From an optimization exercise on the open Yosys and OpenROAD flow, aimed at small area and a short achievable clock period; shortcuts taken in it are not production practice. The RTL was checked by simulation tests, not by an equivalence proof against the original design.

main:
Design cpu, start of the top module:
module cpu (
    input clk,
    input reset,
    output reg [31:0] iaddr,
    input [31:0] idata,
    output reg [31:0] daddr,
    input [31:0] drdata,
    output reg [31:0] dwdata,
    output reg [3:0] dwe,
    output [32*32-1:0] registers
);
    genvar r, c;
    reg  [31:0] pc;
    wire [31:0] x [0:31];        
    generate
        for (r = 0; r < 32; r = r + 1) begin : g_out
            assign registers[32*r +: 32] = x[r];
        end
    endgenerate
    wire [4:0] op  = idata[6:2];
    wire [2:0] f3  = idata[14:12];
    wire       f7b = idata[30];
    wire [4:0] rd  = idata[11:7];
    wire [4:0] ra  = idata[19:15];
    wire [4:0] rb  = idata[24:20];
    wire is_load   = ~op[4] & ~op[3] & ~op[2];
    wire is_store  = ~op[4] &  op[3] & ~op[2];
    wire is_branch =  op[4] & ~op[0];
    wire is_jal    =  op[4] &  op[1];
    wire is_jalr   =  op[4] &  op[0] & ~op[1];
    wire is_alu    = ~op[4] &  op[2] & ~op[0];    
    wire is_op     = is_alu & op[3];
    wire is_lui    = ~op[4] &  op[3] & op[2] & op[0];
    wire is_auipc  = ~op[4] & ~op[3] & op[2] & op[0];
    wire writes_rd = ~(is_store | is_branch);
    wire [31:0] imm_i = {{20{idata[31]}}, idata[31:20]};
    wire [31:0] imm_s = {{20{idata[31]}}, idata[31:25], idata[11:7]};
  ...
==> flow/config.mk <==
export PLATFORM = sky130hd
export DESIGN_NAME = cpu
export DESIGN_NICKNAME = cpu
export VERILOG_FILES = /design/flow/design.v
export SDC_FILE = /design/flow/constraint.sdc
export NUM_CORES = 4
export LEC_CHECK = 0
export CAP_MARGIN = 40
export CORE_MARGIN = 2
export CORE_UTILIZATION = 36
export CTS_BUF_LIST = sky130_fd_sc_hd__clkbuf_8
export CTS_CLUSTER_DIAMETER = 50
export CTS_CLUSTER_SIZE = 16
export PLACE_DENSITY = 0.6
export SETUP_SLACK_MARGIN = 4.5
export SLEW_MARGIN = 20
export SYNTH_HIERARCHICAL = 1
export TNS_END_PERCENT = 10
==> flow/constraint.sdc <==
create_clock -name core_clock -period 12.0 [get_ports {clk}]
set_input_delay 2.4000 -clock core_clock [delete_from_list [all_inputs] [get_ports {clk}]]
set_output_delay 2.4000 -clock core_clock [all_outputs]
set_load 0.01 [all_outputs]
standard.sh (not shown) runs the stock make flow with config.mk's settings and CLKGATE_MAP_FILE= SYNTH_SCRIPT=/design/flow/synth_recipe.tcl, a recipe that flattens the netlist after the stock synthesis.
==> flow/flow/run.sh <==
#!/bin/bash
# Standard ORFS layout (the standard.sh) with four changes: the port
# buffers use the smallest buffer cell, global routing reserves more of
# met1/met2 (flow/fastroute.tcl) so that detailed routing converges sooner,
# clock tree synthesis adds no dummy loads, and timing repair may resize
# cells to other footprints at every stage (the platform allows that only
# after global routing).
set -euo pipefail
HERE=$(pwd)
bash standard.sh BUFFER_PORTS_ARGS="-buffer_cell sky130_fd_sc_hd__buf_1" \
    FASTROUTE_TCL="$HERE/flow/fastroute.tcl" \
    CTS_ARGS="-sink_clustering_enable -repair_clock_nets -dont_use_dummy_load -buf_list sky130_fd_sc_hd__clkbuf_8 -sink_clustering_size 16 -sink_clustering_max_diameter 50" \
    MATCH_CELL_FOOTPRINT=0 \
    finish > make_finish.log 2>&1
==> flow/flow/fastroute.tcl <==
# Global routing resources: leave more of met1 and met2 free than the
# platform default, so that more wiring goes to the upper layers.
set_global_routing_layer_adjustment met1 0.5
set_global_routing_layer_adjustment met2 0.3
set_global_routing_layer_adjustment met3-$::env(MAX_ROUTING_LAYER) 0.15

set_routing_layers -clock $::env(MIN_CLK_ROUTING_LAYER)-$::env(MAX_ROUTING_LAYER)
set_routing_layers -signal $::env(MIN_ROUTING_LAYER)-$::env(MAX_ROUTING_LAYER)
main: done, clean on timing, DRC and antenna
Here is what was changed in the inputs of the feature branch compared with main.
--- a/flow/design.v
+++ b/flow/design.v
@@ -31,38 +31,42 @@
     wire is_alu    = ~op[4] &  op[2] & ~op[0];    
     wire is_op     = is_alu & op[3];
     wire is_lui    = ~op[4] &  op[3] & op[2] & op[0];
     wire is_auipc  = ~op[4] & ~op[3] & op[2] & op[0];
     wire writes_rd = ~(is_store | is_branch);
     wire [31:0] imm_i = {{20{idata[31]}}, idata[31:20]};
     wire [31:0] imm_s = {{20{idata[31]}}, idata[31:25], idata[11:7]};
     wire [31:0] imm_b = {{20{idata[31]}}, idata[7], idata[30:25], idata[11:8], 1'b0};
     wire [31:0] imm_u = {idata[31:12], 12'b0};
     wire [31:0] imm_j = {{12{idata[31]}}, idata[19:12], idata[20], idata[30:21], 1'b0};
     wire [31:0] rs1, rs2;
-    wire [31:1] sa0, sb0, sa1, sb1;  
+    wire [31:1] sa0, sb0, sa1, sb1, sa2, sb2, sa3, sb3;  
     wire [7:0]  ra_hi_n, rb_hi_n;
     wire [3:0]  ra_lo_n, rb_lo_n;
     rf_predecode u_pa (.r(ra), .hi_n(ra_hi_n), .lo_n(ra_lo_n));
     rf_predecode u_pb (.r(rb), .hi_n(rb_hi_n), .lo_n(rb_lo_n));
     generate
         for (r = 1; r < 32; r = r + 1) begin : g_sel
             g_nor2 u_sa0 (.a(ra_hi_n[r >> 2]), .b(ra_lo_n[r & 3]), .y(sa0[r]));
             g_nor2 u_sb0 (.a(rb_hi_n[r >> 2]), .b(rb_lo_n[r & 3]), .y(sb0[r]));
-            g_nor2_hi u_sa1 (.a(ra_hi_n[r >> 2]), .b(ra_lo_n[r & 3]), .y(sa1[r]));
-            g_nor2_hi u_sb1 (.a(rb_hi_n[r >> 2]), .b(rb_lo_n[r & 3]), .y(sb1[r]));
+            g_nor2_c1 u_sa1 (.a(ra_hi_n[r >> 2]), .b(ra_lo_n[r & 3]), .y(sa1[r]));
+            g_nor2_c1 u_sb1 (.a(rb_hi_n[r >> 2]), .b(rb_lo_n[r & 3]), .y(sb1[r]));
+            g_nor2_c2 u_sa2 (.a(ra_hi_n[r >> 2]), .b(ra_lo_n[r & 3]), .y(sa2[r]));
+            g_nor2_c2 u_sb2 (.a(rb_hi_n[r >> 2]), .b(rb_lo_n[r & 3]), .y(sb2[r]));
+            g_nor2_c3 u_sa3 (.a(ra_hi_n[r >> 2]), .b(ra_lo_n[r & 3]), .y(sa3[r]));
+            g_nor2_c3 u_sb3 (.a(rb_hi_n[r >> 2]), .b(rb_lo_n[r & 3]), .y(sb3[r]));
         end
         for (r = 0; r < 32; r = r + 1) begin : g_rd
             wire [31:1] col;
-            wire [31:1] sa = (r < 16) ? sa0 : sa1;
-            wire [31:1] sb = (r < 16) ? sb0 : sb1;
+            wire [31:1] sa = (r < 8) ? sa0 : (r < 16) ? sa1 : (r < 24) ? sa2 : sa3;
+            wire [31:1] sb = (r < 8) ? sb0 : (r < 16) ? sb1 : (r < 24) ? sb2 : sb3;
             for (c = 1; c < 32; c = c + 1) begin : g_col
                 assign col[c] = x[c][r];
             end
             wire [3:0] oa, ob;
             wire [1:0] ma, mb;
             for (c = 0; c < 3; c = c + 1) begin : g_oct
                 rf_read_oct u_a (.d(col[8*c+8:8*c+1]), .s(sa[8*c+8:8*c+1]), .y(oa[c]));
                 rf_read_oct u_b (.d(col[8*c+8:8*c+1]), .s(sb[8*c+8:8*c+1]), .y(ob[c]));
             end
             rf_read_oct7 u_a3 (.d(col[31:25]), .s(sa[31:25]), .y(oa[3]));
             rf_read_oct7 u_b3 (.d(col[31:25]), .s(sb[31:25]), .y(ob[3]));
@@ -1325,16 +1329,18 @@
     wire n_a4_8;
     g_inv   u_n_a4_8 (.a(a4_8), .y(n_a4_8));
     wire n_a3_4;
     g_inv   u_n_a3_4 (.a(a3_4), .y(n_a3_4));
     wire n_a2_2;
     g_inv   u_n_a2_2 (.a(a2_2), .y(n_a2_2));
     assign y = {n_a5_28, a5_27, n_a5_26, n_a5_25, a5_24, a5_23, n_a5_22, n_a5_21, a5_20, n_a5_19, a5_18, a5_17, n_a5_16, a4_15, n_a4_14, n_a4_13, a4_12, n_a4_11, a4_10, a4_9, n_a4_8, n_a3_7, a3_6, a3_5, n_a3_4, a2_3, n_a2_2, n_a1_1, x[0], 1'b1};
 endmodule
 module g_inv   (input a, output y);                    assign y = ~a;                    endmodule
 module g_nand2 (input a, input b, output y);           assign y = ~(a & b);              endmodule
 module g_nor2  (input a, input b, output y);           assign y = ~(a | b);              endmodule
-module g_nor2_hi (input a, input b, output y);         assign y = ~(a | b);              endmodule
+module g_nor2_c1 (input a, input b, output y);         assign y = ~(a | b);              endmodule
+module g_nor2_c2 (input a, input b, output y);         assign y = ~(a | b);              endmodule
+module g_nor2_c3 (input a, input b, output y);         assign y = ~(a | b);              endmodule
 module g_nand3 (input a, input b, input c, output y);  assign y = ~(a & b & c);          endmodule
 module g_aoi21 (input a1, input a2, input b1, output y); assign y = ~((a1 & a2) | b1);  endmodule
 module g_oai21 (input a1, input a2, input b1, output y); assign y = ~((a1 | a2) & b1);  endmodule
 module g_maj3n (input a, input b, input c, output y);  assign y = ~((a & b) | (c & (a | b))); endmodule
Results
- The feature branch reached the final stage; the timing, design-rule and antenna checks on its layout passed.
- The standard cells in the feature branch occupy more silicon area than those in main do.
- Compared with main, the feature branch improves static leakage.
- The feature branch drops fewer vias than main.
- Taking main as the reference, in the feature branch routed length per placed instance has increased; placeable core region up about 1.1%; post-detailed-routing wire length grew by about 4%; number of antenna violations at the first check in global routing higher; worst hold slack now sits at about the same level.
- The die used by the feature branch is larger than the one used by main.

port drivers added, routing unchanged:
No port has a modelled driver above. Below, the same layouts with a new extraction and two added sets of constraints.
Step 1 sets driving cells, clkbuf_16 on the clock port and buf_2 on the other inputs (assumed; they add their load-dependent delay and slew).
Step 2 adds t to the input delays and takes it off the output delays; t is the mean of the earliest and latest rising clock arrival at the registers after step 1. Input paths then give back, and output paths get back, about the clock's delay inside the block.
Slacks: ideal ports / drivers / drivers and shift; pairs: ideal ports / drivers.
run	t, ns	setup slack, ns	worst setup path at the end	latest minus earliest clock arrival (ns)
main	0.961	3.652 / 3.579 / 3.399	input to register	0.223 / 0.223
the feature branch	0.948	3.706 / 3.652 / 3.334	input to register	0.144 / 0.145
After both steps setup and hold are still met in every run listed. For the feature branch, which loses most, drivers alone change the setup slack by -0.054 ns; drivers and shift together by -0.372 ns.
